This design comes from an exercise in tuning for small area and a short achievable clock period on the open sky130 flow, not from production work. RTL that was checked went through simulation tests only; none was proved equivalent to the original. For runs 1 and 4, only the layout was checked, not whether the RTL still works.

==> design/flow/design.v <==
module cpu(i_clk, i_rst, i_en,
    i_opcode, i_data, i_ready,
    o_data, o_err,
    d_index
);
parameter  DATA       = 32;  
parameter  OPCODE     = 16;  
parameter  STACK      = 16;  
localparam STACK_BITS = $clog2(STACK);
input wire i_clk;
input wire i_rst;
input wire i_en;
input wire [OPCODE-1:0] i_opcode;
input wire [DATA-1:0] i_data;
input wire i_ready;  
output reg [DATA-1:0] o_data;
output reg [2:0] o_err;
output reg [STACK_BITS:0] d_index;  
localparam OPCODE_IDLE = 0;
localparam OPCODE_PUSH = 1;
localparam OPCODE_POP = 2;
localparam OPCODE_ADD = 3;
localparam OPCODE_SUBTRACT= 4;
localparam OPCODE_MULTIPLY = 5;
localparam OPCODE_DIVIDE = 6;
localparam OPCODE_DUP = 7;
localparam OPCODE_ROT = 8;
localparam OPCODE_SWAP = 9;
localparam ERROR_OK = 0;
localparam ERROR_INVALID_OPCODE = 1;
localparam ERROR_STACK_TOO_SMALL = 2;
localparam ERROR_STACK_TOO_BIG = 3;
localparam ERROR_DIVIDE_BY_ZERO = 4;
reg [STACK*DATA-1:0] stk;
wire [DATA-1:0] T = stk[0*DATA +: DATA];
wire [DATA-1:0] S = stk[1*DATA +: DATA];
wire [DATA-1:0] U = stk[2*DATA +: DATA];
wire op_idle = (i_opcode == OPCODE_IDLE);
wire op_push = (i_opcode == OPCODE_PUSH);
wire op_pop  = (i_opcode == OPCODE_POP);
wire op_add  = (i_opcode == OPCODE_ADD);
wire op_sub  = (i_opcode == OPCODE_SUBTRACT);
wire op_mul  = (i_opcode == OPCODE_MULTIPLY);
wire op_div  = (i_opcode == OPCODE_DIVIDE);
wire op_dup  = (i_opcode == OPCODE_DUP);
wire op_rot  = (i_opcode == OPCODE_ROT);
wire op_swap = (i_opcode == OPCODE_SWAP);
wire n_full = d_index[STACK_BITS];                   
wire n_ge1  = |d_index;                              
wire n_ge2  = n_full | (|d_index[STACK_BITS-1:1]);   
wire n_ge3  = n_full | (|d_index[STACK_BITS-1:2]) | (&d_index[1:0]);
wire t_zero = ~|T;
wire ok_push = op_push & ~n_full;
wire ok_pop  = op_pop & n_ge1;
wire ok_bin  = (op_add | op_sub | op_mul) & n_ge2 | op_div & n_ge2 & ~t_zero;
wire ok_dup  = op_dup & n_ge1 & ~n_full;
wire ok_rot  = op_rot & n_ge3;
wire ok_swap = op_swap & n_ge2;
reg [2:0] next_err;
always @(*)
begin
    next_err = ERROR_OK;
    if (op_push & n_full) next_err = ERROR_STACK_TOO_BIG;
    if (op_pop & ~n_ge1) next_err = ERROR_STACK_TOO_SMALL;
    if ((op_add | op_sub | op_mul | op_div | op_swap) & ~n_ge2) next_err = ERROR_STACK_TOO_SMALL;
    if (op_div & n_ge2 & t_zero) next_err = ERROR_DIVIDE_BY_ZERO;
    if (op_dup & ~n_ge1) next_err = ERROR_STACK_TOO_SMALL;
    if (op_dup & n_full) next_err = ERROR_STACK_TOO_BIG;
    if (op_rot & ~n_ge3) next_err = ERROR_STACK_TOO_SMALL;
    if (~(op_idle | op_push | op_pop | op_add | op_sub | op_mul | op_div |
          op_dup | op_rot | op_swap)) next_err = ERROR_INVALID_OPCODE;
end
localparam DIVR = 20;
wire m_sub = op_div | op_sub;           
wire [DATA-1:0] Bp = T ^ {DATA{m_sub}};
wire [DATA:0] tz;
assign tz[DATA] = 1'b1;
genvar gi;
generate
    for (gi = DATA-1; gi >= 0; gi = gi - 1)
    begin : tzc
        assign tz[gi] = tz[gi+1] & ~T[gi];
    end
endgenerate
wire [DATA*(DATA+1)-1:0] Xf;
wire [DATA-1:0] q;
assign Xf[DATA*DATA +: DATA] = S;
wire [DATA-DIVR-1:0] mh = S[DATA-1:DIVR] * T[DATA-DIVR-1:0];
generate
    for (gi = DATA-1; gi >= 0; gi = gi - 1)
    begin : row
        localparam W = DATA - gi;
        localparam SHARED = (gi < DIVR);
        wire [DATA-1:0] xr = Xf[(gi+1)*DATA +: DATA];
        wire [DATA-1:0] xin;
        if (gi == DIVR - 1)
        begin : init
            assign xin = op_div ? xr :
                         op_mul ? {mh, {DIVR{1'b0}}} :
                         (op_add | op_sub) ? S : {DATA{1'b0}};
        end
        else
        begin : pass
            assign xin = xr;
        end
        wire [W-1:0] a = xin[DATA-1:gi];
        wire [W-1:0] b = SHARED ? Bp[W-1:0] : ~T[W-1:0];
        wire cin = SHARED ? m_sub : 1'b1;
        reg  [W-1:0] G, P, Gn, Pn;
        reg  [W:0] c;
        integer j, l, kk;
        always @(*)
        begin
            G = a & b;
            P = a ^ b;
            G[0] = G[0] | (P[0] & cin);
            for (l = 0; (1 << l) < W; l = l + 1)
            begin
                Gn = G; Pn = P;
                for (j = 0; j < W; j = j + 1)
                    if ((j >> l) & 1)
                    begin
                        kk = ((j >> l) << l) - 1;
                        Gn[j] = G[j] | (P[j] & G[kk]);
                        Pn[j] = P[j] & P[kk];
                    end
                G = Gn; P = Pn;
            end
            c = {G, cin};
        end
        wire [W-1:0] s = a ^ b ^ c[W-1:0];
        assign q[gi] = c[W] & tz[W];
        wire sel;
        if (SHARED)
        begin : shr
            assign sel = op_div ? q[gi] : (op_mul ? S[gi] : (gi == 0));
        end
        else
        begin : dvr
            assign sel = q[gi];
        end
        if (gi > 0)
            assign Xf[gi*DATA +: DATA] = {sel ? s : a, xin[gi-1:0]};
        else
            assign Xf[gi*DATA +: DATA] = sel ? s : a;
    end
endgenerate
wire [DATA-1:0] alu = op_div ? q : Xf[DATA-1:0];
wire exec = i_en & i_ready;
wire sh_dn = ok_push | ok_dup;   
wire sh_up = ok_pop | ok_bin;    
wire c_dn   = exec & sh_dn;
wire c_up   = exec & sh_up;
wire c_hold = ~(c_dn | c_up);
wire t_push = exec & ok_push;
wire t_s    = exec & (ok_pop | ok_rot | ok_swap);
wire t_alu  = exec & ok_bin;
wire t_hold = ~(t_push | t_s | t_alu);
wire s_t    = exec & (sh_dn | ok_swap);
wire s_u    = exec & (sh_up | ok_rot);
wire s_hold = ~(s_t | s_u);
wire u_rot  = exec & ok_rot;
wire u_hold = ~(c_dn | c_up | u_rot);
reg [STACK*DATA-1:0] stk_d;
integer k;
always @(*)
begin
    stk_d[0*DATA +: DATA] = ({DATA{t_hold}} & T) | ({DATA{t_push}} & i_data) |
                            ({DATA{t_s}} & S) | ({DATA{t_alu}} & alu);
    stk_d[1*DATA +: DATA] = ({DATA{s_hold}} & S) | ({DATA{s_t}} & T) | ({DATA{s_u}} & U);
    stk_d[2*DATA +: DATA] = ({DATA{u_hold}} & U) | ({DATA{c_dn}} & S) |
                            ({DATA{c_up}} & stk[3*DATA +: DATA]) | ({DATA{u_rot}} & T);
    for (k = 3; k < STACK-1; k = k + 1)
        stk_d[k*DATA +: DATA] = ({DATA{c_hold}} & stk[k*DATA +: DATA]) |
                                ({DATA{c_dn}} & stk[(k-1)*DATA +: DATA]) |
                                ({DATA{c_up}} & stk[(k+1)*DATA +: DATA]);
    stk_d[(STACK-1)*DATA +: DATA] = ({DATA{~c_dn}} & stk[(STACK-1)*DATA +: DATA]) |
                                    ({DATA{c_dn}} & stk[(STACK-2)*DATA +: DATA]);
end
always @(posedge i_clk)
    stk <= stk_d;
always @(posedge i_clk or posedge i_rst)
begin
    if (1 == i_rst)
    begin
        o_data <= 0;
        o_err <= 0;
        d_index <= 0;
    end
    else if (exec)
    begin
        o_data <= ok_pop ? T : {DATA{1'b0}};
        o_err <= next_err;
        if (sh_dn) d_index <= d_index + 1'd1;
        else if (sh_up) d_index <= d_index - 1'd1;
    end
end
endmodule
==> design/flow/run.sh <==
#!/bin/bash
# synth_recipe.tcl (not shown) runs the flow's synth.tcl, then flattens the netlist and writes it again
# the make line also repeats each setting of config.mk as NAME=value (left out here)
make -C /OpenROAD-flow-scripts/flow DESIGN_CONFIG=/design/flow/config.mk WORK_HOME=/design/flow/orfs CLKGATE_MAP_FILE= SYNTH_SCRIPT=/design/flow/synth_recipe.tcl finish
==> design/flow/config.mk <==
export PLATFORM = sky130hd
export DESIGN_NAME = cpu
export DESIGN_NICKNAME = cpu
export VERILOG_FILES = /design/flow/design.v
export SDC_FILE = /design/flow/constraint.sdc
export NUM_CORES = 4
export LEC_CHECK = 0
export CAP_MARGIN = 20
export CORE_MARGIN = 2
export CORE_UTILIZATION = 28
export PLACE_DENSITY = 0.45
export SLEW_MARGIN = 20
==> design/flow/constraint.sdc <==
create_clock -name core_clock -period 80.0 [get_ports {i_clk}]
set_input_delay 16.0000 -clock core_clock [delete_from_list [all_inputs] [get_ports {i_clk}]]
set_output_delay 16.0000 -clock core_clock [all_outputs]
set_load 0.01 [all_outputs]
==> run notes, run 1 <==
The final wirelength is 264000 µm. Counting I/O delays and the setup requirement, the final critical path takes 76390 ps. After synthesis, flip-flops and latches occupy 21.2% of the total area.

The worst hold path belongs to the class reg2reg. For this design, the slowest cell found on the critical path is sky130_fd_sc_hd__or3_1. The transition at the pin with the smallest max-transition slack came out at 1140 ps.

The post-synthesis sequential element count is 552. The total count of hold-check failures in the final report came out at 0. The die is 446 µm tall.

The number of buffers inserted during clock tree synthesis is 67. The detailed-route wire length per cell is 25.2 µm. The Yosys warning count came out at 1. The tool flagged a number of max-cap violations equal to 0. The commonest cells after synthesis are sky130_fd_sc_hd__nand2_1 (1470), sky130_fd_sc_hd__ha_1 (517), sky130_fd_sc_hd__dfxtp_1 (480). The total setup violations reported at the end of the flow is 0.

The average size of a mapped cell came out at 7.67 µm². The number of distinct library cells after synthesis came out at 115. The utilization of the core after routing is 34.8%. After synthesis the cells add up to 54600 µm².

The vias after detailed routing came out at 58130. The delay of the slowest cell on the worst path is 600 ps. The clock sink count is 552. The largest net degree at the start of global routing is 261. The largest driver fanout on the critical path came out at 29.

The count of nets left with antenna violations after detail routing came out at 0. The number of global-route vias before repair is 55332. The area of the die is 199000 µm².

The depth of the CTS H-tree came out at 3. For the final routed database, the setup TNS stands at 0 ps. The worst setup path is launched from a flop. The horizontal die dimension came out at 446 µm. The initial antenna violation count is 9. The number of I/O pins is 92.

In the routed design, unresolved DRC markers number 0. After synthesis, the largest area contributor takes up 17.6% of total cell area. The gate count of the mapped netlist is 7126.

The detailed-placement wirelength estimate is 202000 µm. By area the synthesized netlist is led by sky130_fd_sc_hd__dfxtp_1 (18%), sky130_fd_sc_hd__ha_1 (12%), sky130_fd_sc_hd__nand2_1 (10%). The post-synthesis net count came out at 7864. The worst slew slack as a fraction of its limit is 23.5%. The worst hold-check slack came out at 450 ps. The post-cts hold buffer count came out at 0. The clock network latency to the later pin of the worst-skew pair is 640 ps.

In the synthesized netlist the dominant register cell turns out to be sky130_fd_sc_hd__dfxtp_1. The weighted congestion at the end of routability-driven global placement came out at 1.02. In this run, the number of DRC markers left after iteration 0 of detailed routing was 5278. The post-route clock period utilization is 95.5%. The cell repeated most along the worst path is sky130_fd_sc_hd__buf_4.

The capturing element type of the critical path is a flop. The number of enable flip-flop cells after synthesis is 32. The first detailed-routing pass ran for 8 iterations. The classification of the worst setup path is reg2reg. The site row count came out at 162. The net count reported at finish is 8618. The number of port buffers came out at 91. The initial utilization of the core area, before any placement, comes to 28.1%.

Data on the critical path is required at its endpoint by 80530 ps. The largest total area in the synthesized netlist belongs to sky130_fd_sc_hd__dfxtp_1. Between clock sinks in the finished design, the worst skew comes to 40.9 ps. Of all flip-flops after synthesis, the portion carrying an async set or reset was 7.25%. The fraction of final layout cells with drive strength greater than 1 came out at 17.0%. Data arrives at the worst endpoint at 76920 ps. The clock slew at the register clock pins of the worst setup and hold paths came out at 60 ps.

TritonCTS built the clock tree. The number of vias per cell came out at 5.55. From synthesis to final layout, the design area changed by 23.9%. The number of buffers on the longest clock path came out at 3. The final max-slew violation count came out at 0. The upper clock frequency limit is 13.1 MHz. The core region is 194000 µm².

The cell sitting at the root of the clock tree is a sky130_fd_sc_hd__clkbuf_16. After routing the design area is 67700 µm². The total track usage came out at 25.7%.

For this run the aggregate overflow at the end of global routing stands at 0. The global-route wire length before repair is 382000 µm. The flow ran to the end and the layout has no timing, DRC or antenna violations. The most numerous cell in the Yosys netlist is sky130_fd_sc_hd__nand2_1.

After detailed placement, the total cell area comes to 64800 µm².
[metal layers]
metal,track usage (%),up-vias,wire (µm)
met5,0,-,53
met4,11.5,8,14600
met3,2.92,547,15600
met2,41.6,1982,118000
met1,34.2,28341,116000
li1,-,27252,-
[cell type report]
cell class	count	area, µm²
sequential	552	11600
fill	20466	127000
multi-input combinational	5897	41300
timing repair buffer	1058	8290
inverter	304	1140
clock buffer	103	1980
tap	2542	3180
clock inverter	17	218
antenna	3	7.51
[critical path, delay by kind of cell (launching register included)]
| family | cells | cell delay, ps |
|---|---|---|
| AO/OA/AOI/OAI | 155 | 34390 |
| AND/OR/NAND/NOR | 81 | 17590 |
| adder cells (fa/ha/maj) | 38 | 13210 |
| buffers and inverters | 48 | 8530 |
| multiplexers | 4 | 1360 |
| flip-flops | 1 | 540 |
| XOR/XNOR | 2 | 460 |
[cells by family (layout without fill, tap and decap cells)]
| group | after synthesis | after routing | share of synthesized area [%] |
|---|---|---|---|
| AND/OR/NAND/NOR | 2569 | 2569 | 20.4 |
| AO/OA/AOI/OAI | 2165 | 2165 | 27.7 |
| adder cells (fa/ha/maj) | 686 | 686 | 18.0 |
| buffers and inverters | 677 | 1482 | 4.72 |
| flip-flops | 552 | 552 | 21.2 |
| XOR/XNOR | 377 | 377 | 6.07 |
| multiplexers | 99 | 99 | 1.92 |
| other | 1 | 4 | 0.00686 |
[cell usage in the layout, fill, tap and decap left out, types with 221 or more instances in the layout]
cell,count
sky130_fd_sc_hd__nand2_1,1465
sky130_fd_sc_hd__buf_4,957
sky130_fd_sc_hd__ha_1,517
sky130_fd_sc_hd__dfxtp_1,476
sky130_fd_sc_hd__nor2_1,462
sky130_fd_sc_hd__a22oi_1,438
sky130_fd_sc_hd__a21oi_1,383
sky130_fd_sc_hd__o21ai_0,300
sky130_fd_sc_hd__inv_1,295
sky130_fd_sc_hd__xnor2_1,221
[worst paths after layout]
path | cells after the start | endpoint | startpoint | slack (ps)
worst max-delay path | 328 | stk[26] | stk[20] | 3610
worst min-delay path | 2 | stk[455] | stk[455] | 450
worst max register to register | 328 | stk[26] | stk[20] | 3610
worst min register to register | 2 | stk[455] | stk[455] | 450
max in group asynchronous | 3 | o_data[0] | i_rst | 63740
min in group asynchronous | 3 | o_data[29] | i_rst | 15840
[flip-flops by register name (all words and copies together), names as in the netlist, named ones only]
signal / cells
stk: 480
o_data: 32
d_index: 5
o_err: 3
[timing repair]
| item | CTS | global route |
|---|---|---|
| pin swaps | 0 | 7 |
| hold endpoints to repair | 0 | 0 |
| setup endpoints to repair | 31 | 32 |
| buffers inserted | 0 | 19 |
| gates resized for setup | 16 | 93 |
[metrics by stage]
| step | worst slack (ps) | instances |
|---|---|---|
| 2_1_floorplan | 5140 | 7126 |
| 3_3_place_gp | -778 | 10332 |
| 3_5_place_dp | -1150 | 10332 |
| 4_1_cts | 65.5 | 10452 |
| 5_1_grt | -87.5 | 10475 |
| 6_report | 3610 | 10476 |
==> run 2: changes to the inputs <==
--- a/design/flow/design.v
+++ b/design/flow/design.v
@@ -70,82 +70,101 @@
     if (~(op_idle | op_push | op_pop | op_add | op_sub | op_mul | op_div |
           op_dup | op_rot | op_swap)) next_err = ERROR_INVALID_OPCODE;
 end
-localparam DIVR = 20;
-wire m_sub = op_div | op_sub;           
-wire [DATA-1:0] Bp = T ^ {DATA{m_sub}};
-wire [DATA:0] tz;
-assign tz[DATA] = 1'b1;
-genvar gi;
-generate
-    for (gi = DATA-1; gi >= 0; gi = gi - 1)
-    begin : tzc
-        assign tz[gi] = tz[gi+1] & ~T[gi];
-    end
-endgenerate
+localparam DIVR = 14;
+parameter BLK = 4;
+wire [DATA+1:0] T1 = {2'b00, T};
+wire [DATA+1:0] T2 = {1'b0, T, 1'b0};
+wire [DATA+1:0] T3 = T1 + T2;
 wire [DATA*(DATA+1)-1:0] Xf;
 wire [DATA-1:0] q;
 assign Xf[DATA*DATA +: DATA] = S;
 wire [DATA-DIVR-1:0] mh = S[DATA-1:DIVR] * T[DATA-DIVR-1:0];
+genvar gi, gk;
 generate
-    for (gi = DATA-1; gi >= 0; gi = gi - 1)
+    for (gi = DATA-2; gi >= 0; gi = gi - 2)
     begin : row
         localparam W = DATA - gi;
         localparam SHARED = (gi < DIVR);
-        wire [DATA-1:0] xr = Xf[(gi+1)*DATA +: DATA];
+        wire [DATA-1:0] xr = Xf[(gi+2)*DATA +: DATA];
         wire [DATA-1:0] xin;
-        if (gi == DIVR - 1)
+        if (gi == DIVR - 2)
         begin : init
             assign xin = op_div ? xr :
-                         op_mul ? {mh, {DIVR{1'b0}}} :
-                         (op_add | op_sub) ? S : {DATA{1'b0}};
+                         op_mul ? ~{mh, {DIVR{1'b0}}} :
+                         S ^ {DATA{op_add}};
         end
         else
         begin : pass
             assign xin = xr;
         end
         wire [W-1:0] a = xin[DATA-1:gi];
-        wire [W-1:0] b = SHARED ? Bp[W-1:0] : ~T[W-1:0];
-        wire cin = SHARED ? m_sub : 1'b1;
-        reg  [W-1:0] G, P, Gn, Pn;
-        reg  [W:0] c;
-        integer j, l, kk;
-        always @(*)
-        begin
-            G = a & b;
-            P = a ^ b;
-            G[0] = G[0] | (P[0] & cin);
-            for (l = 0; (1 << l) < W; l = l + 1)
+        wire z1 = ((T >> W) == 0);
+        wire z2 = ((T >> (W-1)) == 0);
+        wire z3 = (T <= ((64'd1 << W) - 1) / 3);
+        wire [3:1] fit;
+        wire [W-1:0] d [1:3];
+        for (gk = 1; gk <= 3; gk = gk + 1)
+        begin : add
+            wire [DATA+1:0] bfull = ~((gk == 1) ? T1 : (gk == 2) ? T2 : T3);
+            wire [W-1:0] b = bfull[W-1:0];
+            wire cin = 1'b1;
+            reg  [W-1:0] G, P, Gn, Pn, g0, p0;
+            reg  [W:0] c;
+            integer j, l, kk;
+            always @(*)
             begin
-                Gn = G; Pn = P;
-                for (j = 0; j < W; j = j + 1)
-                    if ((j >> l) & 1)
-                    begin
-                        kk = ((j >> l) << l) - 1;
-                        Gn[j] = G[j] | (P[j] & G[kk]);
-                        Pn[j] = P[j] & P[kk];
-                    end
-                G = Gn; P = Pn;
+                g0 = a & b;
+                p0 = a ^ b;
+                g0[0] = g0[0] | (p0[0] & cin);
+                G = g0; P = p0;
+                for (l = 0; (1 << l) < W; l = l + 1)
+                begin
+                    Gn = G; Pn = P;
+                    for (j = 0; j < W; j = j + 1)
+                        if ((j >> l) & 1)
+                        begin
+                            kk = ((j >> l) << l) - 1;
+                            Gn[j] = G[j] | (P[j] & G[kk]);
+                            Pn[j] = P[j] & P[kk];
+                        end
+                    G = Gn; P = Pn;
+                end
+                c = {G, cin};
             end
-            c = {G, cin};
-        end
-        wire [W-1:0] s = a ^ b ^ c[W-1:0];
-        assign q[gi] = c[W] & tz[W];
-        wire sel;
+            assign d[gk] = p0 ^ c[W-1:0];
+            assign fit[gk] = c[W];
+        end
+        wire f1 = fit[1] & z1;
+        wire f2 = fit[2] & z2;
+        wire f3 = fit[3] & z3;
+        wire v0, v1, v2, v3;
         if (SHARED)
         begin : shr
-            assign sel = op_div ? q[gi] : (op_mul ? S[gi] : (gi == 0));
+            wire [1:0] md = S[gi+1:gi];
+            wire as0 = (op_add | op_sub) & (gi == 0);
+            assign v3 = op_div ? f3 : op_mul & (md == 2'd3);
+            assign v2 = op_div ? f2 & ~f3 : op_mul & (md == 2'd2);
+            assign v1 = op_div ? f1 & ~f2 : op_mul & (md == 2'd1) | as0;
+            assign v0 = ~(v1 | v2 | v3);
         end
         else
         begin : dvr
-            assign sel = q[gi];
-        end
+            assign v3 = f3;
+            assign v2 = f2 & ~f3;
+            assign v1 = f1 & ~f2;
+            assign v0 = ~f1;
+        end
+        assign q[gi+1] = f2;
+        assign q[gi] = f3 | (f1 & ~f2);
+        wire [W-1:0] nx = ({W{v0}} & a) | ({W{v1}} & d[1]) |
+                          ({W{v2}} & d[2]) | ({W{v3}} & d[3]);
         if (gi > 0)
-            assign Xf[gi*DATA +: DATA] = {sel ? s : a, xin[gi-1:0]};
+            assign Xf[gi*DATA +: DATA] = {nx, xin[gi-1:0]};
         else
-            assign Xf[gi*DATA +: DATA] = sel ? s : a;
+            assign Xf[gi*DATA +: DATA] = nx;
     end
 endgenerate
-wire [DATA-1:0] alu = op_div ? q : Xf[DATA-1:0];
+wire [DATA-1:0] alu = op_div ? q : Xf[DATA-1:0] ^ {DATA{~op_sub}};
 wire exec = i_en & i_ready;
 wire sh_dn = ok_push | ok_dup;   
 wire sh_up = ok_pop | ok_bin;    
--- a/design/flow/config.mk
+++ b/design/flow/config.mk
@@ -5,6 +5,7 @@
 export SDC_FILE = /design/flow/constraint.sdc
 export NUM_CORES = 4
 export LEC_CHECK = 0
+export ABC_AREA = 1
 export CAP_MARGIN = 20
 export CORE_MARGIN = 2
 export CORE_UTILIZATION = 28
==> run notes, run 2 <==
The horizontal die dimension came out at 496 µm (+11%). The number of buffers on the longest clock path came out at 3 (unchanged). The share of the synthesized area in the top cell type came out at 17.0% (-0.61 points). The area growth from synthesis to layout is 10.7%. The worst path required time came to 80490 ps (-40 ps). The largest net degree at the start of global routing came to 161 (-38%).

Leaving out fill and tap cells, the most frequent cells in the layout are sky130_fd_sc_hd__nand2_1 (2107), sky130_fd_sc_hd__inv_1 (1462), sky130_fd_sc_hd__ha_1 (920), sky130_fd_sc_hd__nor2_1 (605), sky130_fd_sc_hd__a21oi_1 (527). The number of buffers inserted during clock tree synthesis was 68 (+1.5%). The met3 wire length came out at 21400 µm (+38%).

The worst setup skew after layout came out at 36.0 ps (-4.90 ps). The vias after detailed routing came out at 67257 (+16%). The cell repeated most along the worst path is sky130_fd_sc_hd__nand2_1. The gate count of the mapped netlist came out at 9479 (+33%). The clock tree from TritonCTS is built. The detailed-routing iteration count for the pre-antenna-repair pass is 6 (-2). The startpoint identified for the worst register-to-register timing path is stk[10]. The detailed-placement wirelength estimate is 237000 µm (+17%). The largest registers in the layout are stk x480, o_data x32, d_index x5.

The number of enable flip-flop cells after synthesis came out at 32 (unchanged). The worst slew slack as a fraction of its limit came out at 17.8% (-5.6 points). The register with the most flip-flops in the final layout is stk. The number of port buffers is 91 (unchanged). The min-delay analysis places its worst path in the category reg2reg. The residual overflow from global routing is 0 (unchanged). The most common cell after layout, fill and taps aside is sky130_fd_sc_hd__nand2_1.

The beginning of the critical path is stk[10]. The share of async-settable or async-resettable flops after synthesis came out at 7.25% (unchanged). The met2 wirelength from detailed routing came out at 139000 µm (+18%). The detailed-route wire length per cell came out at 24.7 µm (-2.0%). The critical path ends at stk[5]. The upper clock frequency limit is 20.3 MHz (+55%). The count of routing violations after the opening detailed-route iteration came out at 6139 (+16%). The chip height is 496 µm (+11%). For this run, the leading register cell type out of synthesis is sky130_fd_sc_hd__dfxtp_1. The starting density of the core came out at 28.2% (+0.056 points). The number of maximum-capacitance constraint violations came to 0 (unchanged). The minimum period implied by the final worst setup slack came to 49320 ps (-27070 ps). Setup repair after global routing left no endpoint under its margin. The count of nets left with antenna violations after detail routing came out at 0 (unchanged). The initial antenna violation count came out at 15 (+6).

The transition at the pin with the smallest max-transition slack is 1220 ps (+82.0 ps). The total count of hold-check failures in the final report came out at 0 (unchanged). The run finished with no timing, DRC or antenna violations. In the post-synthesis netlist, the cell with the most instances is sky130_fd_sc_hd__nand2_1. The weighted congestion at the end of routability-driven global placement is 0.988 (-3.1%). The floorplan core area is 241000 µm² (+24%).

The total setup buffers inserted after CTS came out at 0 (unchanged). The clock slew at the register clock pins of the worst setup and hold paths is 60 ps (about the same). The post-route clock period utilization came out at 61.7% (-34 points). The clock sink count is 552 (unchanged). The total setup violations reported at the end of the flow is 0 (unchanged).

The sequential fraction of the synthesis area is 17.1% (-4.1 points). Clock tree synthesis selected as its root buffer the cell sky130_fd_sc_hd__clkbuf_16. The post-cts hold buffer count came out at 0 (unchanged). The worst setup path is captured at a flop. The setup TNS was 0 ps (unchanged). The netlist area before placement came out at 67800 µm² (+24%). The largest total area in the synthesized netlist belongs to sky130_fd_sc_hd__ha_1. The placed instance area came out at 72900 µm² (+12%).

The final wirelength was 316000 µm (+19%). The Yosys warning count came out at 1 (unchanged). The area of the die came out at 246000 µm² (+24%). The number of global-route vias before repair came out at 64655 (+17%). The site row count was 180 (+11%).

The met1 wire length is 138000 µm (+19%). The number of distinct library cells after synthesis came out at 87 (-24%). The worst setup path is of the reg2reg kind.

The number of I/O pins is 92 (unchanged). The critical path data arrival time came to 49810 ps (-27110 ps). The total track usage came to 25.0% (-0.66 points). The clock network latency to the later pin of the worst-skew pair was 620 ps (-20 ps).

The commonest cells after synthesis are sky130_fd_sc_hd__nand2_1 (2109), sky130_fd_sc_hd__inv_1 (1478), sky130_fd_sc_hd__ha_1 (920). Sorting the synthesized cells by area gives the leading types as sky130_fd_sc_hd__ha_1 (17%), sky130_fd_sc_hd__dfxtp_1 (14%), sky130_fd_sc_hd__nand2_1 (12%). The depth of the CTS H-tree was 3 (unchanged). The number of vias per cell is 5.27 (-5.1%). The number of gates resized after CTS came to 0 (-16).

The largest driver fanout on the critical path is 31 (+6.9%). The length in cells of the worst reg-to-reg path came out at 292 (-11%). The area of all placed cells without fillers was 75100 µm² (+11%). The net count reported at finish came out at 10787 (+25%). The post-synthesis net count is 10741 (+37%). The flip-flop count of the largest register after layout is 480 (unchanged). The average size of a mapped cell is 7.15 µm² (-6.7%). The fraction of final layout cells with drive strength greater than 1 is 7.74% (-9.2 points). The startpoint type of the worst setup path is a flop. The global-route wire length before repair is 455000 µm (+19%).

The number of DRC violations after detailed routing is 0 (unchanged). The final max-slew violation count is 0 (unchanged). The post-synthesis sequential element count is 552 (unchanged). In this run the critical register-to-register path is captured at stk[5]. The delay of the slowest cell on the worst path is 900 ps (+300 ps). The reg2reg setup slack came out at 30680 ps (+27070 ps).

For this design, the slowest cell found on the critical path is sky130_fd_sc_hd__nor2_4. After detailed routing, no signal wire sits above met5.
==> run 2: cell families (layout without fill, tap and decap cells) <==
| group | after synthesis | count (layout) | synth area share (%) |
|---|---|---|---|
| buffers and inverters | 1811 | 1909 | 10.5 |
| DFF | 552 | 552 | 17.1 |
| AOI/OAI and AO/OA | 1842 | 1842 | 17.9 |
| and+or+nand+nor | 3605 | 3605 | 23.1 |
| xor gates and xnor gates | 459 | 459 | 5.93 |
| other | 0 | 6 | 0 |
| adders and majority gates | 1210 | 1210 | 25.5 |
==> run 2: through the flow <==
stage | utilization (%) | std cells | hold WS, ps | setup slack (ps)
6_report | 31.2 | 12768 | 425 | 30680
4_1_cts | 31.2 | 12762 | 423 | 31100
2_1_floorplan | - | 9479 | 408 | 43630
3_5_place_dp | 30.3 | 12640 | 413 | 31240
3_3_place_gp | 30.3 | 12639 | 414 | 31920
5_1_grt | 31.2 | 12762 | 436 | 25820
==> run 2: final cells by class <==
| type | instances | area, µm² |
|---|---|---|
| Multi-Input combinational cell | 7116 | 49300 |
| Inverter | 1521 | 5730 |
| Timing Repair Buffer | 266 | 2240 |
| Fill cell | 25918 | 166000 |
| Sequential cell | 552 | 11600 |
| Antenna cell | 6 | 15.0 |
| Tap cell | 3185 | 3990 |
| Clock buffer | 90 | 1920 |
| Clock inverter | 32 | 265 |
==> run 2: worst min path at each step <==
stage | from | endpoint | slack (ps) | cells past startpoint
finish | stk[464] | flop | 420 | 0
detailed placement | stk[462] | flop | 410 | 0
global placement | stk[465] | flop | 410 | 0
global route | stk[462] | flop | 440 | 0
floorplan | stk[448] | flop | 410 | 0
CTS | stk[464] | flop | 420 | 0
==> run 2: metal layers <==
metal  global-route usage, %  up-vias
li1                        -    31772
met1                    33.1    32538
met2                    39.8     2395
met3                    3.90      546
met4                    11.6        6
met5                       0        -
==> run 2: worst max-delay path, delay by kind of cell, from the launching register on <==
kind,cells,cell delay (ps)
fa+ha+maj,16,5800
compound gates,66,14340
simple gates,190,24320
buf+inv,20,3950
flops,1,640
==> run 3: changes to the inputs <==
--- a/design/flow/config.mk
+++ b/design/flow/config.mk
@@ -6,8 +6,8 @@
 export NUM_CORES = 4
 export LEC_CHECK = 0
 export ABC_AREA = 1
-export CAP_MARGIN = 20
+export CAP_MARGIN = 30
 export CORE_MARGIN = 2
-export CORE_UTILIZATION = 28
-export PLACE_DENSITY = 0.45
+export CORE_UTILIZATION = 55
+export PLACE_DENSITY = 0.65
 export SLEW_MARGIN = 20
==> run notes, run 3 <==
The flow ran to the end and the layout has no timing, DRC or antenna violations. The worst slew slack as a fraction of its limit came out at 24.5% (+6.7 points). The net count reported at finish is 10755 (-0.30%). The site row count came to 128 (-29%). Setup repair after global routing left no endpoint under its margin. The gate count of the mapped netlist is 9479 (unchanged). The floorplan core area was 122000 µm² (-49%). The largest area contributor in the netlist is sky130_fd_sc_hd__ha_1.

The number of buffers inserted during clock tree synthesis came out at 54 (-21%). The cell sitting at the root of the clock tree is a sky130_fd_sc_hd__clkbuf_16. The placed instance area came out at 70800 µm² (-2.8%).

The share of async-settable or async-resettable flops after synthesis is 7.25% (unchanged). The critical path data arrival time is 48330 ps (-1480 ps). The worst path required time was 80550 ps (+60 ps). The chip height came out at 355 µm (-28%). The delay of the slowest cell on the worst path came to 770 ps (-130 ps). The total track usage is 42.5% (+17 points).

The number of vias per cell is 6.17 (+17%). The worst setup skew after layout came to 28.3 ps (-7.69 ps). The count of routing violations after the opening detailed-route iteration is 7880 (+28%). The clock sink count came to 552 (unchanged). The average size of a mapped cell is 7.15 µm² (unchanged). The number of maximum-capacitance constraint violations is 0 (unchanged).

The number of gates resized after CTS came to 0 (unchanged). Counting stages on the worst path, the most repeated cell is sky130_fd_sc_hd__nand2_1. The total area of multi-input combinational cells is 49300 µm² (about the same). The worst hold-check slack is 432 ps (+7.26 ps). The setup path with the least slack is of type reg2reg. The largest net degree at the start of global routing came out at 252 (+57%). Leaving out fill and tap cells, the most frequent cells in the layout are sky130_fd_sc_hd__nand2_1 (2105), sky130_fd_sc_hd__inv_1 (1465), sky130_fd_sc_hd__ha_1 (920), sky130_fd_sc_hd__nor2_1 (605), sky130_fd_sc_hd__a21oi_1 (527).

The layout overhead on the synthesized area came out at 7.22%. The detailed-route wire length per cell came out at 24.7 µm (-0.25%). The leading register cell type out of synthesis is sky130_fd_sc_hd__dfxtp_1. The capturing element type of the critical path is a flop. The met2 demand-to-capacity share in global routing came to 62.8% (+23 points).

The residual overflow from global routing is 0 (unchanged). The post-synthesis sequential element count came to 552 (unchanged). The upper clock frequency limit came out at 20.9 MHz (+3.2%). The commonest cells after synthesis are sky130_fd_sc_hd__nand2_1 (2109), sky130_fd_sc_hd__inv_1 (1478), sky130_fd_sc_hd__ha_1 (920).

The number of I/O pins is 92 (unchanged). The number of buffers on the longest clock path came out at 3 (unchanged). The final wirelength is 275000 µm (-13%).

The global routing usage on met3 is 10.5% (+6.6 points). The path class of the tightest hold or removal check is reg2reg. The footprint of the flip-flops and latches came to 11600 µm² (about the same). The count of buffering cells on the critical path with inverters included is 24 (+20%). The number of enable flip-flop cells after synthesis is 32 (unchanged). The post-synthesis net count came to 10741 (unchanged). The met1 track demand over resource was 55.5% (+22 points). The fraction of final layout cells with drive strength greater than 1 came out at 7.15% (-0.59 points). The largest register by flop count is stk.

The transition at the pin with the smallest max-transition slack is 1130 ps (-87.4 ps). The starting density of the core is 55.6% (+27 points). The final max-slew violation count was 0 (unchanged).

The detailed-routing iteration count for the pre-antenna-repair pass came out at 7 (+1). The total setup buffers inserted after CTS is 0 (unchanged). The minimum period implied by the final worst setup slack is 47780 ps (-1540 ps).

The count of nets left with antenna violations after detail routing is 0 (unchanged). The total setup violations reported at the end of the flow is 0 (unchanged). The area of all placed cells without fillers is 72700 µm² (-3.2%). The post-cts hold buffer count is 0 (unchanged).

The depth of the CTS H-tree is 2 (-1). The global-route wire length before repair came out at 405000 µm (-11%). On the critical path, the stage with the largest delay is an instance of sky130_fd_sc_hd__nor2_4. The number of DRC violations after detailed routing was 0 (unchanged). The netlist area before placement is 67800 µm² (unchanged). By area the synthesized netlist is led by sky130_fd_sc_hd__ha_1 (17%), sky130_fd_sc_hd__dfxtp_1 (14%), sky130_fd_sc_hd__nand2_1 (12%). The vias after detailed routing came out at 68875 (+2.4%). The largest driver fanout on the critical path came out at 31 (unchanged).

The number of filler cells placed in the layout came to 11535 (-55%). The number of distinct library cells after synthesis came out at 87 (unchanged).

The setup TNS is 0 ps (unchanged). TritonCTS built the clock tree.

The horizontal die dimension came out at 355 µm (-28%). The post-route clock period utilization came to 59.7% (-1.9 points). The initial antenna violation count came out at 9 (-6). The flip-flop count of the largest register after layout is 480 (unchanged). The largest registers in the layout are stk x480, o_data x32, d_index x5.

The layer with the highest usage after global routing is met2. STA classifies the critical path startpoint as a flop. The most common cell after layout, fill and taps aside is sky130_fd_sc_hd__nand2_1. The share of the synthesized area in the top cell type is 17.0% (unchanged). The clock network latency to the later pin of the worst-skew pair is 660 ps (+40 ps).

The number of global-route vias before repair is 64225 (-0.67%). The most numerous cell in the Yosys netlist is sky130_fd_sc_hd__nand2_1. The Yosys warning count came out at 1 (unchanged). The total count of hold-check failures in the final report is 0 (unchanged). The clock slew at the register clock pins of the worst setup and hold paths came out at 70 ps (about the same). The number of port buffers is 91 (unchanged). The detailed-placement wirelength estimate came out at 204000 µm (-14%). The sequential fraction of the synthesis area came out at 17.1% (unchanged). The weighted congestion at the end of routability-driven global placement came out at 1.07 (+8.4%).

Grouping stages by cell kind, the critical path spends the most delay in simple AND/OR/NAND/NOR gates. The area of the die was 126000 µm² (-49%).
==> run 3: cell counts after synthesis <==
No cell type changed its count.
==> run 3: through the flow <==
stage | cells | util (%) | setup WS [ps]
after floorplan | 9479 | - | 43630
after global placement | 11048 | 57.9 | 34080
after detailed placement | 11058 | 58.0 | 33900
after CTS | 11159 | 59.5 | 33780
after global routing | 11163 | 59.6 | 28410
final | 11166 | 59.6 | 32220
==> run 3: worst register-to-register path, delay by kind of cell (launching register included) <==
family,cells,cell delay [ps]
adders and majority gates,16,5550
AOI/OAI and AO/OA,69,13650
DFF,1,310
and+or+nand+nor,184,23430
buffers and inverters,24,4740
==> run 3: layout make-up <==
| class | count | share of cell area, % |
|---|---|---|
| antenna | 3 | 0.0103 |
| clock buffer | 81 | 2.20 |
| clock inverter | 20 | 0.291 |
| inverter | 1521 | 7.88 |
| multi-input combinational | 7116 | 67.8 |
| sequential | 552 | 15.9 |
| tap | 1625 | 2.80 |
| timing repair buffer | 248 | 3.05 |
==> run 3: worst paths after layout <==
kind	startpoint	end	slack, ps	cells past startpoint
setup / recovery	stk[11]	stk[5]	32220	293
hold / removal	stk[461]	flop	430	0
setup reg to reg	stk[11]	stk[5]	32220	293
hold reg to reg	stk[461]	flop	430	0
max in group asynchronous	i_rst	o_data[22]	63650	3
min in group asynchronous	i_rst	o_data[1]	15840	3
==> run 3: logic make-up after synthesis <==
family	synth area share [%]
flip-flops	17.1
AND/OR/NAND/NOR	23.1
adder cells (fa/ha/maj)	25.5
buffers and inverters	10.5
XOR/XNOR	5.93
AO/OA/AOI/OAI	17.9
==> run 3: routing by layer <==
metal,up-vias,share of wire (%)
met2,3873,41
met5,-,0.021
met4,10,7.4
met3,905,12
met1,32391,40
li1,31696,-
==> run 4: changes to the inputs <==
--- a/design/flow/design.v
+++ b/design/flow/design.v
@@ -70,7 +70,7 @@
     if (~(op_idle | op_push | op_pop | op_add | op_sub | op_mul | op_div |
           op_dup | op_rot | op_swap)) next_err = ERROR_INVALID_OPCODE;
 end
-localparam DIVR = 14;
+localparam DIVR = 20;
 parameter BLK = 4;
 wire [DATA+1:0] T1 = {2'b00, T};
 wire [DATA+1:0] T2 = {1'b0, T, 1'b0};
--- a/design/flow/config.mk
+++ b/design/flow/config.mk
@@ -10,4 +10,4 @@
 export CORE_MARGIN = 2
 export CORE_UTILIZATION = 55
 export PLACE_DENSITY = 0.65
-export SLEW_MARGIN = 20
+export SLEW_MARGIN = 30
==> run notes, run 4 <==
The total track usage is 41.0% (-1.5 points). The number of port buffers is 91 (unchanged). The number of global-route vias before repair came out at 61312 (-4.5%). The commonest cells after synthesis are sky130_fd_sc_hd__nand2_1 (2118), sky130_fd_sc_hd__inv_1 (1380), sky130_fd_sc_hd__ha_1 (887).

The least setup slack across all paths after layout came to 25380 ps (-6830 ps). The number of buffers inserted during clock tree synthesis came out at 57 (+5.6%). The site row count is 125 (-2.3%).

The detailed-route wire length per cell is 23.5 µm (-4.7%). The number of DRC violations after detailed routing came out at 0 (unchanged). The library cell used most frequently in the layout, excluding fill and tap cells, is sky130_fd_sc_hd__nand2_1. The biggest area contributor in the post-synthesis netlist is sky130_fd_sc_hd__ha_1.

The layout overhead on the synthesized area came out at 7.61%. The number of enable flip-flop cells after synthesis came out at 32 (unchanged). The net count reported at finish came out at 10339 (-3.9%). The sequential fraction of the synthesis area came out at 18.0% (+0.90 points). The root buffer selected by CTS is sky130_fd_sc_hd__clkbuf_16.

The flow ran to the end and the layout has no timing, DRC or antenna violations. For this run, the leading register cell type out of synthesis is sky130_fd_sc_hd__dfxtp_1. The detailed-placement wirelength estimate came to 187000 µm (-8.3%). The critical path data arrival time is 55170 ps (+6840 ps).

The Yosys warning count was 1 (unchanged). The transition at the pin with the smallest max-transition slack came out at 1090 ps (-41.5 ps). The worst setup skew after layout was 41.7 ps (+13.5 ps). The flip-flop count of the largest register after layout is 480 (unchanged).

The depth of the CTS H-tree came out at 2 (unchanged). The global-route wire length before repair is 377000 µm (-6.9%). The weighted congestion at the end of routability-driven global placement came out at 1.04 (-2.9%).

The residual overflow from global routing is 0 (unchanged). The footprint of the flip-flops and latches came to 11600 µm² (unchanged). The clock network latency to the later pin of the worst-skew pair came out at 680 ps (+20 ps). The met2 demand-to-capacity share in global routing is 61.4% (-1.5 points). The worst path required time came out at 80550 ps (about the same).

The number of filler cells placed in the layout is 11149 (-3.3%). The total setup buffers inserted after CTS came out at 0 (unchanged). The slowest stage of the critical path is the sky130_fd_sc_hd__nor2_4 cell. stk holds more flip-flops than any other register. The upper clock frequency limit is 18.3 MHz (-13%). The delay of the slowest cell on the worst path came to 750 ps (-20 ps).

The average size of a mapped cell came out at 7.02 µm² (-1.8%). The number of I/O pins is 92 (unchanged). The worst slew slack as a fraction of its limit came out at 26.7% (+2.1 points). The worst setup path is of the in2reg kind.

The floorplan core area was 116000 µm² (-4.8%). The largest net degree at the start of global routing is 232 (-7.9%). The gate count of the mapped netlist is 9169 (-3.3%). The initial antenna violation count is 9 (unchanged).

The horizontal die dimension is 346 µm (-2.5%). The met1 track demand over resource is 53.2% (-2.3 points). The vias after detailed routing came out at 65234 (-5.3%). The number of distinct library cells after synthesis came out at 84 (-3.4%). The total setup violations reported at the end of the flow came out at 0 (unchanged). Counting stages on the worst path, the most repeated cell is sky130_fd_sc_hd__nand2_1. The netlist area before placement came out at 64400 µm² (-5.0%). The post-synthesis sequential element count came out at 552 (unchanged). The post-route clock period utilization came out at 68.3% (+8.5 points).

The setup slack at placement is 25950 ps (-7940 ps). In the post-synthesis netlist, the biggest area contributors are sky130_fd_sc_hd__ha_1 (17%), sky130_fd_sc_hd__dfxtp_1 (15%), sky130_fd_sc_hd__nand2_1 (12%). The fraction of final layout cells with drive strength greater than 1 is 7.21% (+0.056 points). The total count of hold-check failures in the final report is 0 (unchanged). The most numerous cell in the Yosys netlist is sky130_fd_sc_hd__nand2_1.

The clock slew at the register clock pins of the worst setup and hold paths came out at 70 ps (about the same). The worst hold-check slack came out at 426 ps (-6.02 ps). The placed instance area came out at 67200 µm² (-5.0%). In the final layout, the registers with the most flip-flops are stk x480, o_data x32, d_index x5. In this run the most used layer during global routing was met2. The startpoint type of the worst setup path is a primary input. The area of the die came out at 120000 µm² (-5.0%).

The final wirelength came out at 253000 µm (-8.2%). The count of nets left with antenna violations after detail routing is 0 (unchanged). The tightest min-delay check is of the reg2reg type. The post-synthesis net count is 10328 (-3.8%). The area of all placed cells without fillers came out at 69300 µm² (-4.7%). Setup repair after global routing left no endpoint under its margin.

The number of gates resized after CTS came out at 0 (unchanged). The final max-slew violation count is 0 (unchanged). The global routing usage on met3 is 10.1% (-0.36 points).

In the layout the commonest cells are sky130_fd_sc_hd__nand2_1 (2117), sky130_fd_sc_hd__inv_1 (1368), sky130_fd_sc_hd__ha_1 (887), sky130_fd_sc_hd__nor2_1 (688), sky130_fd_sc_hd__a21oi_1 (484). The capturing element type of the critical path is a flop. The share of the synthesized area in the top cell type is 17.2% (+0.26 points). The chip height came out at 346 µm (-2.5%). The total area of multi-input combinational cells came out at 46500 µm² (-5.7%). The largest driver fanout on the critical path is 33 (+6.5%). The clock sink count came out at 552 (unchanged).

The minimum period implied by the final worst setup slack is 54620 ps (+6830 ps). The detailed-routing iteration count for the pre-antenna-repair pass came out at 8 (+1). The share of async-settable or async-resettable flops after synthesis came out at 7.25% (unchanged).

The clock tree from TritonCTS is built. The kind of cell with the highest combined delay along the critical path is simple AND/OR/NAND/NOR gates. The count of buffering cells on the critical path with inverters included is 18 (-25%).

The setup TNS is 0 ps (unchanged). The number of maximum-capacitance constraint violations is 0 (unchanged). The count of routing violations after the opening detailed-route iteration came to 7425 (-5.8%). The starting density of the core was 55.4% (-0.15 points). The number of vias per cell came out at 6.06 (-1.7%). The post-cts hold buffer count came out at 0 (unchanged). The number of buffers on the longest clock path came out at 3 (unchanged).
[run 4: per-layer routing]
metal	vias to the layer above	part of all wire, %
met5	-	0.029
met4	12	7.1
met3	832	12
met2	3221	41
met1	30584	40
li1	30585	-
[run 4: final cells by class]
| type | instances | area share (%) |
|---|---|---|
| Multi-Input combinational cell | 6935 | 67.1 |
| Timing Repair Buffer | 224 | 2.85 |
| Antenna cell | 4 | 0.0144 |
| Clock inverter | 32 | 0.587 |
| Clock buffer | 75 | 2.29 |
| Sequential cell | 552 | 16.7 |
| Tap cell | 1524 | 2.75 |
| Inverter | 1410 | 7.65 |
[run 4: per-stage QoR]
step                      util, %  std cells
after floorplan                 -       9169
after global placement       57.8      10642
after detailed placement     57.9      10644
after CTS                    59.6      10751
after global routing         59.6      10752
final                        59.6      10756
[run 4: worst paths after layout]
path / cells after the start / slack [ps] / startpoint / to
max: 234 / 25380 / i_opcode[5] / stk[5]
min: 0 / 430 / stk[473] / flop
max reg2reg: 293 / 29720 / stk[10] / stk[5]
min reg2reg: 0 / 430 / stk[473] / flop
max in group asynchronous: 3 / 63840 / i_rst / d_index[2]
min in group asynchronous: 3 / 15790 / i_rst / o_data[5]
[run 4: cells by family after synthesis]
logic type / synth area share (%)
DFF: 18.0
AOI/OAI and AO/OA: 17.2
and+or+nand+nor: 25.1
xor gates and xnor gates: 5.50
buffers and inverters: 10.2
adders and majority gates: 24.1
muxes: 0.0311
==> run 5: changes to the inputs <==
--- a/design/flow/design.v
+++ b/design/flow/design.v
@@ -70,15 +70,42 @@
     if (~(op_idle | op_push | op_pop | op_add | op_sub | op_mul | op_div |
           op_dup | op_rot | op_swap)) next_err = ERROR_INVALID_OPCODE;
 end
-localparam DIVR = 20;
+localparam DIVR = 14;
 parameter BLK = 4;
 wire [DATA+1:0] T1 = {2'b00, T};
 wire [DATA+1:0] T2 = {1'b0, T, 1'b0};
-wire [DATA+1:0] T3 = T1 + T2;
+reg  [DATA+1:0] T3;
+reg  t3c;
+integer m;
+always @(*)
+begin
+    t3c = 1'b0;
+    for (m = 0; m < DATA + 2; m = m + 1)
+    begin
+        T3[m] = T1[m] ^ T2[m] ^ t3c;
+        t3c = (T1[m] & T2[m]) | (t3c & (T1[m] ^ T2[m]));
+    end
+end
 wire [DATA*(DATA+1)-1:0] Xf;
 wire [DATA-1:0] q;
 assign Xf[DATA*DATA +: DATA] = S;
-wire [DATA-DIVR-1:0] mh = S[DATA-1:DIVR] * T[DATA-DIVR-1:0];
+localparam NB = DATA - DIVR;
+reg  [NB-1:0] mh;
+reg  mc, mp;
+integer mr, mj;
+always @(*)
+begin
+    mh = {NB{1'b0}};
+    for (mr = 0; mr < NB; mr = mr + 1)
+    begin
+        mc = 1'b0;
+        for (mj = mr; mj < NB; mj = mj + 1)
+        begin
+            mp = S[DIVR + mr] & T[mj - mr];
+            {mc, mh[mj]} = {(mh[mj] & mp) | (mc & (mh[mj] ^ mp)), mh[mj] ^ mp ^ mc};
+        end
+    end
+end
 genvar gi, gk;
 generate
     for (gi = DATA-2; gi >= 0; gi = gi - 2)
--- a/design/flow/config.mk
+++ b/design/flow/config.mk
@@ -8,6 +8,6 @@
 export ABC_AREA = 1
 export CAP_MARGIN = 30
 export CORE_MARGIN = 2
-export CORE_UTILIZATION = 55
-export PLACE_DENSITY = 0.65
+export CORE_UTILIZATION = 70
+export PLACE_DENSITY = 0.8
 export SLEW_MARGIN = 30
==> run notes, run 5 <==
The detailed-route wire length per cell is 24.2 µm (+3.0%). The number of I/O pins is 92 (unchanged). The worst path required time was 80540 ps (about the same). The min-delay analysis places its worst path in the category reg2reg.

Setup repair after global routing left no endpoint under its margin. The area growth from synthesis to layout is 5.81%. The post-cts hold buffer count is 0 (unchanged). The total count of hold-check failures in the final report is 0 (unchanged). The placed instance area came out at 68600 µm² (+2.0%). The site row count came out at 113 (-9.6%). Among all flip-flop cells after synthesis, the most frequent one is sky130_fd_sc_hd__dfxtp_1. TritonCTS built the clock tree. The flip-flop count of the largest register after layout is 480 (unchanged). The number of maximum-capacitance constraint violations came to 0 (unchanged). The chip height was 312 µm (-9.8%). The utilization of the core after routing came out at 74.4% (+15 points). The worst setup path is captured at a flop. The total track usage is 50.9% (+9.9 points). The transition at the pin with the smallest max-transition slack came out at 1150 ps (+57.7 ps). The vias after detailed routing is 69363 (+6.3%). The count of nets left with antenna violations after detail routing is 0 (unchanged). Yosys instantiated no cell more often than sky130_fd_sc_hd__nand2_1.

The number of vias per cell was 6.58 (+8.4%). The gate count of the mapped netlist came out at 9267 (+1.1%). The hold path startpoint is stk[471].

The worst hold-check slack is 461 ps (+34.9 ps). The register with the most flip-flops in the final layout is stk. The number of distinct library cells after synthesis is 83 (-1.2%).

The number of buffers on the longest clock path is 3 (unchanged). The reg2reg setup slack is 31050 ps (+1330 ps). The minimum period implied by the final worst setup slack came out at 48950 ps (-5660 ps).

The detailed-routing iteration count for the pre-antenna-repair pass came out at 9 (+1). Ranked by instance count, the synthesized netlist is headed by sky130_fd_sc_hd__nand2_1 (2259), sky130_fd_sc_hd__inv_1 (1383), sky130_fd_sc_hd__ha_1 (854). The upper clock frequency limit is 20.4 MHz (+12%). The sequential fraction of the synthesis area is 17.4% (-0.58 points). The total setup buffers inserted after CTS is 0 (unchanged). The final max-slew violation count is 0 (unchanged). The run finished with no timing, DRC or antenna violations. sky130_fd_sc_hd__ha_1 takes more of the synthesized area than any other cell. The worst setup skew after layout came to 41.9 ps (+0.131 ps).

The hold path depth is 0 (unchanged). The weighted congestion at the end of routability-driven global placement is 1.11 (+6.6%). The floorplan core area was 94600 µm² (-19%). The fraction of final layout cells with drive strength greater than 1 was 6.56% (-0.65 points). The final wirelength is 255000 µm (+1.0%). CTS placed an instance of sky130_fd_sc_hd__clkbuf_16 at the clock tree root. The largest net degree at the start of global routing is 161 (-31%).

The setup TNS is 0 ps (unchanged). The total setup violations reported at the end of the flow came out at 0 (unchanged). The delay of the slowest cell on the worst path is 650 ps (-100 ps). The number of buffers inserted during clock tree synthesis came out at 49 (-14%). The netlist area before placement is 66500 µm² (+3.3%). The number of enable flip-flop cells after synthesis is 32 (unchanged).

The depth of the CTS H-tree is 2 (unchanged). The residual overflow from global routing is 0 (unchanged). The net count reported at finish was 10469 (+1.3%). The length in cells of the worst reg-to-reg path is 290 (-1.0%).

The number of global-route vias before repair came to 66091 (+7.8%). The area of the die came to 97500 µm² (-19%). The global-route wire length before repair is 384000 µm (+1.9%). The cell repeated most along the worst path is sky130_fd_sc_hd__nand2_1. The initial antenna violation count is 12 (+3).

The critical path data arrival time is 49490 ps (-5680 ps). The count of routing violations after the opening detailed-route iteration came out at 9301 (+25%). The clock slew at the register clock pins of the worst setup and hold paths came out at 70 ps (about the same). The startpoint identified for the worst register-to-register timing path is stk[13]. The post-synthesis sequential element count was 552 (unchanged). The Yosys warning count came to 1 (unchanged). The clock sink count is 552 (unchanged).

The startpoint type of the worst setup path is a flop. The post-synthesis net count came to 10502 (+1.7%). The share of async-settable or async-resettable flops after synthesis came out at 7.25% (unchanged).

In the final layout, the registers with the most flip-flops are stk x480, o_data x32, d_index x5. The number of gates resized after CTS was 0 (unchanged). The worst slew slack as a fraction of its limit was 23.4% (-3.3 points). The detailed-placement wirelength estimate came out at 185000 µm (-1.3%). The horizontal die dimension is 312 µm (-9.8%). The area of all placed cells without fillers came out at 70400 µm² (+1.6%). The number of DRC violations after detailed routing is 0 (unchanged). The average size of a mapped cell came to 7.18 µm² (+2.2%).

The critical path in this run is classified as reg2reg. The library cells used most frequently in the layout, excluding fill and tap cells, are sky130_fd_sc_hd__nand2_1 (2258), sky130_fd_sc_hd__inv_1 (1365), sky130_fd_sc_hd__ha_1 (854), sky130_fd_sc_hd__nor2_1 (588), sky130_fd_sc_hd__dfxtp_1 (473). The terminus of the critical flop-to-flop path is stk[7].

The starting density of the core came to 70.3% (+15 points). The most common cell after layout, fill and taps aside is sky130_fd_sc_hd__nand2_1. The largest driver fanout on the critical path is 24 (-27%). The share of the synthesized area in the top cell type came out at 16.1% (-1.2 points). The number of port buffers came out at 91 (unchanged). The post-route clock period utilization is 61.2% (-7.1 points).

The largest individual stage delay along the critical path comes from the cell sky130_fd_sc_hd__o21ai_0. By area the synthesized netlist is led by sky130_fd_sc_hd__ha_1 (16%), sky130_fd_sc_hd__dfxtp_1 (14%), sky130_fd_sc_hd__nand2_1 (13%). The clock network latency to the later pin of the worst-skew pair is 640 ps (-40 ps).
[run 5: critical path: cells and delay by family, from the launching register on]
kind,cells,cell delay (ps)
buf+inv,24,5270
compound gates,56,13340
flops,1,560
simple gates,194,24020
fa+ha+maj,16,5420
[run 5: cells by family after synthesis]
kind of cell / share of synthesized area, %
multiplexers: 0.0150
AND/OR/NAND/NOR: 24.9
AO/OA/AOI/OAI: 16.0
buffers and inverters: 10.3
flip-flops: 17.4
adder cells (fa/ha/maj): 26.0
XOR/XNOR: 5.49
[run 5: cell type report]
cell class | count | area [µm²]
well taps | 1265 | 1580
repair buffers | 218 | 1890
clock buffers | 68 | 1430
fillers | 7319 | 24200
inverters | 1417 | 5340
multi-input cells | 6996 | 48200
flip-flops and latches | 552 | 11600
clock inverters | 24 | 355
diodes | 8 | 20.0
[run 5: routing by layer]
metal / routed length, µm / global-route usage, %
met1: 89400 / 61.0
met2: 104000 / 75.3
met3: 37300 / 17.6
met4: 24200 / 38.4
met5: 175 / 0.387
[run 5: worst max-delay path by stage]
stage,startpoint,to,slack [ps]
after floorplan,i_opcode[5],stk[2],42900
after global placement,stk[30],stk[1],34410
final,stk[13],stk[7],31050
after detailed placement,stk[30],stk[1],33250
after CTS,stk[30],stk[1],33110
after global routing,stk[30],stk[1],27400
[run 5: metrics by stage]
step,setup slack (ps),std cells
after floorplan,42900,9267
after global routing,27400,10540
after detailed placement,33250,10448
after CTS,33110,10540
after global placement,34410,10447
final,31050,10548
==> run 6: changes to the inputs <==
--- a/design/flow/design.v
+++ b/design/flow/design.v
@@ -89,6 +89,7 @@
 wire [DATA*(DATA+1)-1:0] Xf;
 wire [DATA-1:0] q;
 assign Xf[DATA*DATA +: DATA] = S;
+assign Xf[(DATA-2)*DATA +: DATA] = S;
 localparam NB = DATA - DIVR;
 reg  [NB-1:0] mh;
 reg  mc, mp;
@@ -106,9 +107,15 @@
         end
     end
 end
+wire [3:0] td4 = (T[3:0] == 4'd0) ? 4'd1 : T[3:0];
+wire t_small = ~|T[DATA-1:4];
+wire [3:0] q4 = t_small ? S[DATA-1:DATA-4] / td4 : 4'd0;
+wire [3:0] r4 = t_small ? S[DATA-1:DATA-4] % td4 : S[DATA-1:DATA-4];
+assign q[DATA-1:DATA-4] = q4;
+assign Xf[(DATA-4)*DATA +: DATA] = {r4, S[DATA-5:0]};
 genvar gi, gk;
 generate
-    for (gi = DATA-2; gi >= 0; gi = gi - 2)
+    for (gi = DATA-6; gi >= 0; gi = gi - 2)
     begin : row
         localparam W = DATA - gi;
         localparam SHARED = (gi < DIVR);
--- a/design/flow/config.mk
+++ b/design/flow/config.mk
@@ -8,6 +8,6 @@
 export ABC_AREA = 1
 export CAP_MARGIN = 30
 export CORE_MARGIN = 2
-export CORE_UTILIZATION = 70
-export PLACE_DENSITY = 0.8
+export CORE_UTILIZATION = 55
+export PLACE_DENSITY = 0.65
 export SLEW_MARGIN = 30
==> run notes, run 6 <==
The Yosys warning count was 1 (unchanged). The number of buffers on the longest clock path is 3 (unchanged). The worst slew slack as a fraction of its limit is 28.2% (+4.8 points). The largest area contributor in the netlist is sky130_fd_sc_hd__ha_1. The area fraction in and, or, nand and nor cells after synthesis is 24.0% (-0.89 points). The critical path data arrival time is 48290 ps (-1200 ps). The number of DRC violations after detailed routing was 0 (unchanged). The final wirelength is 264000 µm (+3.3%). The placed instance count came to 10829 (+3.6%). The standard cell with the maximum stage delay on the critical path is sky130_fd_sc_hd__nor2_4. The worst path required time came out at 80520 ps (-20 ps). The clock network latency to the later pin of the worst-skew pair was 670 ps (+30 ps). The count of buffering cells on the critical path with inverters included was 26 (+8.3%).

The weighted congestion at the end of routability-driven global placement is 1.06 (-4.2%). In the layout the commonest cells are sky130_fd_sc_hd__nand2_1 (2071), sky130_fd_sc_hd__inv_1 (1354), sky130_fd_sc_hd__ha_1 (839), sky130_fd_sc_hd__nor2_1 (535), sky130_fd_sc_hd__dfxtp_1 (473). The delay of the slowest cell on the worst path came to 740 ps (+90 ps). The number of distinct library cells after synthesis came out at 96 (+16%). The commonest cells after synthesis are sky130_fd_sc_hd__nand2_1 (2074), sky130_fd_sc_hd__inv_1 (1370), sky130_fd_sc_hd__ha_1 (839).

The terminus of the critical flop-to-flop path is stk[1]. The length in cells of the worst reg-to-reg path came out at 296 (+2.1%). The count of nets left with antenna violations after detail routing is 0 (unchanged). The largest net degree at the start of global routing is 220 (+37%).

The minimum period implied by the final worst setup slack is 47780 ps (-1180 ps). The utilization of the core after routing is 58.8% (-16 points). The post-synthesis net count came out at 10488 (-0.13%). The largest registers in the layout are stk x480, o_data x32, d_index x5.

The cell repeated most along the worst path is sky130_fd_sc_hd__nand2_1. The number of vias per cell is 6.08 (-7.5%). The chip height came out at 353 µm (+13%). The leading register cell type out of synthesis is sky130_fd_sc_hd__dfxtp_1. The kind of path behind the tightest hold check is reg2reg. The total setup buffers inserted after CTS came out at 0 (unchanged). Yosys attributes the largest share of cell area to sky130_fd_sc_hd__ha_1 (16%), sky130_fd_sc_hd__dfxtp_1 (14%), sky130_fd_sc_hd__nand2_1 (12%).

The site row count is 128 (+13%). The total count of hold-check failures in the final report was 0 (unchanged). The average size of a mapped cell was 7.22 µm² (+0.63%).

The critical path is of the reg2reg type. The netlist area before placement came out at 67000 µm² (+0.71%). The total track usage came to 41.0% (-9.9 points).

The floorplan core area came out at 121000 µm² (+28%). The global-route wire length before repair was 392000 µm (+2.1%). The flip-flop count of the largest register after layout came out at 480 (unchanged). The reg2reg setup slack is 32220 ps (+1180 ps). The net count reported at finish is 10475 (+0.057%).

Leaving out fill and tap cells, the most frequent cell in the layout is sky130_fd_sc_hd__nand2_1. The total setup violations reported at the end of the flow came out at 0 (unchanged). Setup repair after global routing left no endpoint under its margin. The hold path depth came out at 0 (unchanged). The fraction of final layout cells with drive strength greater than 1 came out at 7.75% (+1.2 points). The number of enable flip-flop cells after synthesis came out at 32 (unchanged). The worst setup skew after layout is 51.3 ps (+9.45 ps).

The starting density of the core came out at 55.2% (-15 points). The upper clock frequency limit was 20.9 MHz (+2.5%). The hold path startpoint is stk[449].

The detailed-routing iteration count for the pre-antenna-repair pass is 6 (-3). The total area of multi-input combinational cells came out at 48500 µm² (+0.64%). The largest family of logic cells by synthesized area is adder cells. The share of the synthesized area in the top cell type is 15.7% (-0.39 points). The number of filler cells placed in the layout came out at 11610 (+59%). The non-filler instance count after layout is 10940 (+3.7%). The post-route clock period utilization is 59.7% (-1.5 points). The initial antenna violation count came out at 10 (-2). The sequential fraction of the synthesis area is 17.3% (-0.12 points). The number of I/O pins is 92 (unchanged). The share of cell area taken by muxes after synthesis came out at 0% (-0.015 points). The number of gates resized after CTS came to 0 (unchanged). The largest driver fanout on the critical path came out at 31 (+29%). The clock sink count came out at 552 (unchanged).

The number of buffers inserted during clock tree synthesis is 55 (+12%). The setup TNS came to 0 ps (unchanged). The number of maximum-capacitance constraint violations is 0 (unchanged). The share of async-settable or async-resettable flops after synthesis is 7.25% (unchanged). The number of port buffers came out at 91 (unchanged). The complex-gate fraction of the synthesized area was 17.4% (+1.4 points). The gate count of the mapped netlist is 9274 (+0.076%). The largest register by flop count is stk. The layout overhead on the synthesized area is 6.52%. The reg-to-reg critical path startpoint is stk[2]. The root buffer selected by CTS is sky130_fd_sc_hd__clkbuf_16. The horizontal die dimension is 353 µm (+13%).

The final max-slew violation count is 0 (unchanged). TritonCTS built the clock tree. The startpoint type of the worst setup path is a flop.

The number of global-route vias before repair came out at 62895 (-4.8%). The count of routing violations after the opening detailed-route iteration was 7646 (-18%). The detailed-placement wirelength estimate is 197000 µm (+6.2%).

The xor/xnor share of the synthesized area is 5.58% (+0.092 points). The post-synthesis sequential element count is 552 (unchanged). The area of the die is 125000 µm² (+28%). The vias after detailed routing came out at 66537 (-4.1%).

The residual overflow from global routing is 0 (unchanged). The most numerous cell in the Yosys netlist is sky130_fd_sc_hd__nand2_1. The detailed-route wire length per cell came out at 24.1 µm (-0.41%). The footprint of the flip-flops and latches is 11600 µm² (unchanged).

The clock slew at the register clock pins of the worst setup and hold paths came out at 70 ps (about the same). The post-cts hold buffer count is 0 (unchanged). Grouping stages by cell kind, the critical path spends the most delay in simple AND/OR/NAND/NOR gates.

The run finished with no timing, DRC or antenna violations.
[run 6: final cells by class]
type | count | area share (%)
Tap cell | 1625 | 2.85
Timing Repair Buffer | 234 | 2.85
Clock inverter | 18 | 0.251
Sequential cell | 552 | 16.2
Multi-Input combinational cell | 7003 | 68.0
Clock buffer | 84 | 2.31
Inverter | 1415 | 7.52
Antenna cell | 9 | 0.0316
[run 6: kinds of logic (layout without fill, tap and decap cells)]
kind of cell    count (synthesis)  after routing
buf+inv                      1719           1751
fa+ha+maj                    1162           1162
flops                         552            552
other cells                     0              9
xor+xnor                      427            427
simple gates                 3641           3641
compound gates               1773           1773
[run 6: worst max path at each step]
stage	depth (start not counted)	endpoint	startpoint	slack, ps
after floorplan	180	stk[8]	i_opcode[9]	43830
after global placement	297	stk[1]	stk[2]	34800
after detailed placement	297	stk[1]	stk[2]	33770
after CTS	296	stk[1]	stk[2]	33640
after global routing	302	stk[1]	stk[2]	27950
final	296	stk[1]	stk[2]	32220
[run 6: layer usage]
layer / share of wire, % / track usage, % / vias up
met5: 0.042 / 0 / -
met4: 7.3 / 24.5 / 10
met3: 11 / 9.07 / 850
met2: 43 / 63.2 / 3317
met1: 39 / 52.7 / 31349
li1: - / - / 31011
[run 6: worst register-to-register path: cells and delay by family (launching register included)]
kind / cells / cell delay [ps]
DFF: 1 / 590
and+or+nand+nor: 190 / 23040
buffers and inverters: 26 / 4870
AOI/OAI and AO/OA: 59 / 12060
adders and majority gates: 20 / 7000
xor gates and xnor gates: 1 / 150
[run 6: metrics by stage]
stage / setup WS [ps] / hold slack [ps] / instance area [µm²]
floorplan: 43830 / 408 / 67000
global placement: 34800 / 417 / 69500
detailed placement: 33770 / 417 / 69500
CTS: 33640 / 432 / 71300
global route: 27950 / 451 / 71400
finish: 32220 / 432 / 71400

## what the ideal ports hide
The results above use ideal ports. As a check the final layouts listed here were re-extracted and re-timed, cells and wires unchanged.
Step 1 sets driving cells, clkbuf_16 on the clock port and buf_2 on the other inputs (assumed; they add their load-dependent delay and slew).
Step 2 also shifts input and output timing later by t, the mid clock arrival at the registers, as if the neighbouring blocks saw the same clock.
Three values: no drivers, after step 1, after step 2; two values: the first two.
run	t (ns)	setup WS [ns]	pins driven straight from the clock port
run 1	0.684	3.609 / 3.609 / 3.609	1
run 2	0.663	30.676 / 30.676 / 30.676	1
run 3	0.720	32.217 / 32.217 / 32.217	1
run 4	0.730	25.383 / 25.433 / 24.703	1
run 5	0.696	31.048 / 31.047 / 31.047	1
run 6	0.720	32.223 / 32.223 / 32.223	1
After both steps setup and hold are still met in every run listed. For run 4, which loses most, drivers alone change the setup slack by +0.050 ns; drivers and shift together by -0.680 ns.
